Background: an optimization exercise with open tools, aiming at small area. Do not read the settings as production practice.
In this exercise RTL edits were held to simulation tests only and were not proved equivalent to the original.
No activity file was given, so power comes from the tool's default toggle rates.

== old ==
## home_inventory_top
module home_inventory_top (
    input  wire        wb_clk_i,
    input  wire        wb_rst_i,
    input  wire        wbs_stb_i,
    input  wire        wbs_cyc_i,
    input  wire        wbs_we_i,
    input  wire [3:0]  wbs_sel_i,
    input  wire [31:0] wbs_dat_i,
    input  wire [31:0] wbs_adr_i,
    output wire        wbs_ack_o,
    output wire [31:0] wbs_dat_o,
    input  wire [7:0]  core_status,
    output wire        ctrl_enable,
    output wire        ctrl_start,
    output wire [2:0]  irq_en
    ,
    output wire        adc_sclk,
    output wire        adc_cs_n,
    output wire        adc_mosi,
    input  wire        adc_miso
);
    wire clk = wb_clk_i;
    wire rst = wb_rst_i;
    function automatic [2:0] lowest8(input [7:0] v);
        integer i;
        begin
            lowest8 = 3'd0;
            for (i = 7; i >= 0; i = i - 1)
                if (v[i]) lowest8 = i[2:0];
        end
    endfunction
    reg         ack_r;
    reg  [31:0] dat_r;
    wire        wb_valid = wbs_cyc_i & wbs_stb_i;
    wire        wb_fire  = wb_valid & ~ack_r;
    wire        hi_ok    = (wbs_adr_i[31:11] == 21'h0);
    wire [8:0]  wa       = wbs_adr_i[10:2];           
    wire        wr       = wb_fire & wbs_we_i & hi_ok;
    wire        rd       = wb_fire & ~wbs_we_i & hi_ok;
    wire [3:0]  sel      = wbs_sel_i;
    wire [31:0] din      = wbs_dat_i;
    wire wr_ctrl   = wr & (wa == 9'h040);
    wire wr_irq    = wr & (wa == 9'h041);
    wire wr_time   = wr & (wa == 9'h043);
    wire wr_adccfg = wr & (wa == 9'h080);
    wire wr_fstat  = wr & (wa == 9'h082);
  ...
==> flow/config.mk <==
export PLATFORM = sky130hd
export DESIGN_NAME = home_inventory_top
export DESIGN_NICKNAME = home_inventory_top
export VERILOG_FILES = /design/flow/design.v
export SDC_FILE = /design/flow/constraint.sdc
export NUM_CORES = 8
export LEC_CHECK = 0
export CAP_MARGIN = 20
export CORE_MARGIN = 2
export CORE_UTILIZATION = 60
export CTS_BUF_LIST = sky130_fd_sc_hd__clkbuf_16
export CTS_CLUSTER_DIAMETER = 60
export CTS_CLUSTER_SIZE = 24
export PLACE_DENSITY = 0.75
export SLEW_MARGIN = 20
==> flow/constraint.sdc <==
create_clock -name core_clock -period 15.0 [get_ports {wb_clk_i}]
set_input_delay 3.0000 -clock core_clock [delete_from_list [all_inputs] [get_ports {wb_clk_i}]]
set_output_delay 3.0000 -clock core_clock [all_outputs]
set_load 0.01 [all_outputs]
run.sh (not shown) runs the stock make flow with config.mk's settings and CLKGATE_MAP_FILE= SYNTH_SCRIPT=/design/flow/synth_recipe.tcl, a recipe that flattens the netlist after the stock synthesis.
old: all stages complete, timing, DRC and antenna checks passed
### old -> new
--- a/flow/design.v
+++ b/flow/design.v
@@ -152,24 +152,12 @@
     reg         raw_ok;
     always @(posedge clk) begin
         if (fv_r) raw_r <= frame_r[191:0];
         if (rst)       raw_ok <= 1'b0;
         else if (fv_r) raw_ok <= 1'b1;
     end
-    reg [31:0] snap_r;
-    always @(posedge clk) begin
-        if (rst)
-            snap_r <= 32'h0;
-        else if (wr_snap) begin
-            if (sel[0]) snap_r[ 7: 0] <= din[ 7: 0];
-            if (sel[1]) snap_r[15: 8] <= din[15: 8];
-            if (sel[2]) snap_r[23:16] <= din[23:16];
-            if (sel[3]) snap_r[31:24] <= din[31:24];
-        end else if (fv_r)
-            snap_r <= snap_r + 32'h1;
-    end
     reg [3:0] seq_r;    
     always @(posedge clk) begin
         if (rst)                 seq_r <= 4'd0;
         else if (fv_r)           seq_r <= 4'd1;
         else if (seq_r == 4'd9)  seq_r <= 4'd0;
         else if (seq_r != 4'd0)  seq_r <= seq_r + 4'd1;
@@ -301,46 +289,61 @@
                     pts_r[32*gk +: 32] <= ts_r[32*gk +: 32];
                 end
             end
         end
     endgenerate
     reg [255:0] cnt_r;
-    reg [7:0]   cinc_r;      
+    reg [31:0]  snap_r;
+    reg [8:0]   cinc_r;      
+    function automatic [3:0] lowest9(input [8:0] v);
+        integer i;
+        begin
+            lowest9 = 4'd0;
+            for (i = 8; i >= 0; i = i - 1)
+                if (v[i]) lowest9 = i[3:0];
+        end
+    endfunction
     wire        commit  = ~wb_fire & (|cinc_r);
-    wire [2:0]  cpend   = lowest8(cinc_r);
-    wire [2:0]  cidx    = wb_fire ? wa[2:0] : cpend;
+    wire [3:0]  cpend   = lowest9(cinc_r);
+    wire [3:0]  cidx    = wb_fire ? (wr_snap | (wa == 9'h08C) ? 4'd8 : {1'b0, wa[2:0]}) : cpend;
+    wire [8:0]  cidx_oh = 9'h001 << cidx;
     reg  [31:0] cm;
-    wire [7:0]  cidx_oh = 8'h01 << cidx;
     integer jc;
     always @(*) begin
-        cm = 32'h0;
+        cm = cidx_oh[8] ? snap_r : 32'h0;
         for (jc = 0; jc < 8; jc = jc + 1)
             if (cidx_oh[jc]) cm = cm | cnt_r[32*jc +: 32];
     end
-    wire [31:0] cm_inc  = (&cm) ? cm : cm + 32'h1;
-    wire [31:0] cvis    = cinc_r[cidx] ? cm_inc : cm;
+    wire [31:0] cm_inc  = ((&cm) & ~cidx_oh[8]) ? cm : cm + 32'h1;
+    wire [31:0] cvis    = (|(cinc_r & cidx_oh)) ? cm_inc : cm;
     wire [31:0] cnt_wmerge = {sel[3] ? din[31:24] : cvis[31:24],
                               sel[2] ? din[23:16] : cvis[23:16],
                               sel[1] ? din[15: 8] : cvis[15: 8],
                               sel[0] ? din[ 7: 0] : cvis[ 7: 0]};
-    wire [31:0] cnt_bus = (rst | clr_cnt) ? 32'h0 : (wr_cnt ? cnt_wmerge : cm_inc);
-    wire [7:0] cwr_oh = wr_cnt ? (8'h01 << wa[2:0]) : 8'h00;
-    wire [7:0] ccm_oh = commit ? (8'h01 << cpend) : 8'h00;
+    wire [31:0] cnt_bus = (rst | clr_cnt) ? 32'h0 : ((wr_cnt | wr_snap) ? cnt_wmerge : cm_inc);
+    wire [8:0] cwr_oh = {wr_snap, wr_cnt ? (8'h01 << wa[2:0]) : 8'h00};
+    wire [8:0] ccm_oh = commit ? cidx_oh : 9'h000;
     generate
         for (gk = 0; gk < 8; gk = gk + 1) begin : g_cnt
             always @(posedge clk) begin
                 if (rst | clr_cnt | cwr_oh[gk] | ccm_oh[gk])
                     cnt_r[32*gk +: 32] <= cnt_bus;
             end
         end
     endgenerate
     always @(posedge clk) begin
-        if (rst | clr_cnt)
-            cinc_r <= 8'h00;
-        else
-            cinc_r <= ((cinc_r & ~ccm_oh) | evt) & ~cwr_oh;
+        if (rst | cwr_oh[8] | ccm_oh[8])
+            snap_r <= cnt_bus;
+    end
+    always @(posedge clk) begin
+        if (rst)
+            cinc_r <= 9'h000;
+        else begin
+            cinc_r <= ((cinc_r & ~ccm_oh) | {fv_r, evt}) & ~cwr_oh;
+            if (clr_cnt) cinc_r[7:0] <= 8'h00;
+        end
     end
     wire [7:0] wa_oh = 8'h01 << wa[2:0];
     wire        is_delta = (wa[8:3] == 6'b100001);
     wire        is_lts   = (wa == 9'h110);
     wire [7:0]  lts_oh   = 8'h01 << lts_ch;
     wire [7:0]  tsch_oh;
@@ -382,14 +385,13 @@
             if ((wa == 9'h084 + j) && raw_ok)
                 rdata = rdata | {{8{raw_r[191 - 24*j]}}, raw_r[191 - 24*j -: 24]};
             if (wa == 9'h0C0 + j) rdata = rdata | tare_r[32*j +: 32];
             if (wa == 9'h0C8 + j) rdata = rdata | scale_r[32*j +: 32];
             if (wa == 9'h120 + j) rdata = rdata | thr_r[32*j +: 32];
         end
-        if (wa == 9'h08C) rdata = rdata | snap_r;
-        if (wa[8:3] == 6'b100000) rdata = rdata | cvis;
+        if ((wa == 9'h08C) || (wa[8:3] == 6'b100000)) rdata = rdata | cvis;
         if (delta_ok) rdata = rdata | delta;
         if (ts_ok) rdata = rdata | ts_sel;
         if (wa == 9'h111) rdata = rdata | {24'h0, evt_en_r};
         if (!hi_ok) rdata = 32'h0;
     end
     always @(posedge clk) begin
- new completed every stage of the flow, and the final layout passed the timing, DRC and antenna checks.
- old finished end to end and its layout was clean on timing, DRC and antenna.
- On share of the core filled with cells in the final layout, the higher figure sits with new, not old.
- Summed area of non-filler cells in the final layout: new vs old — no meaningful difference
- Changes observed in new relative to old: register area increased by 0.45% relative to the old numbers; height of the chip decreased by 0.41% relative to the old numbers; area share of fa/ha/maj cells after synthesis closely matched the old numbers; area growth from synthesis to layout increased by 0.66 points relative to the old numbers.
- Between old and new, the depth of the most critical reg-to-reg path is higher for old.
- Taking old as the reference, in new routed wire length increased 1.1%; reported combinational group power down 2.7%.
- Cmp old and new / number of cells after detailed placement / higher: old
- Delta (new minus old): part of the cycle the worst path needs now sits higher, clock latency at the later pin of the worst-skew pair closely matched the old numbers, flip-flop and latch share of the layout cell area higher.

[afterwards: timing with drivers on the ports]
The flow's constraints put no driver on any port. The routed layouts listed below were extracted and timed again, unchanged, in two steps.
Step 1, drivers: a clkbuf_16 drives wb_clk_i and a buf_2 each remaining input, both assumed.
Step 2 also shifts input and output timing later by t, the mid clock arrival at the registers, as if the neighbouring blocks saw the same clock.
a / b / c = no drivers / after step 1 / after step 2; a / b = the first two.
run | shift t [ns] | slack for setup (ns) | hold slack, ns | clock arrival spread, ns
old | 0.930 | 5.108 / 5.108 / 4.485 | 0.439 / 0.439 / 0.439 | 0.041 / 0.041
new | 0.924 | 4.881 / 4.944 / 4.019 | 0.449 / 0.449 / 0.449 | 0.050 / 0.051
After both steps every run listed still meets setup and hold. The setup slack of new, which loses most, moves by +0.063 ns with the drivers and by -0.862 ns with both steps.
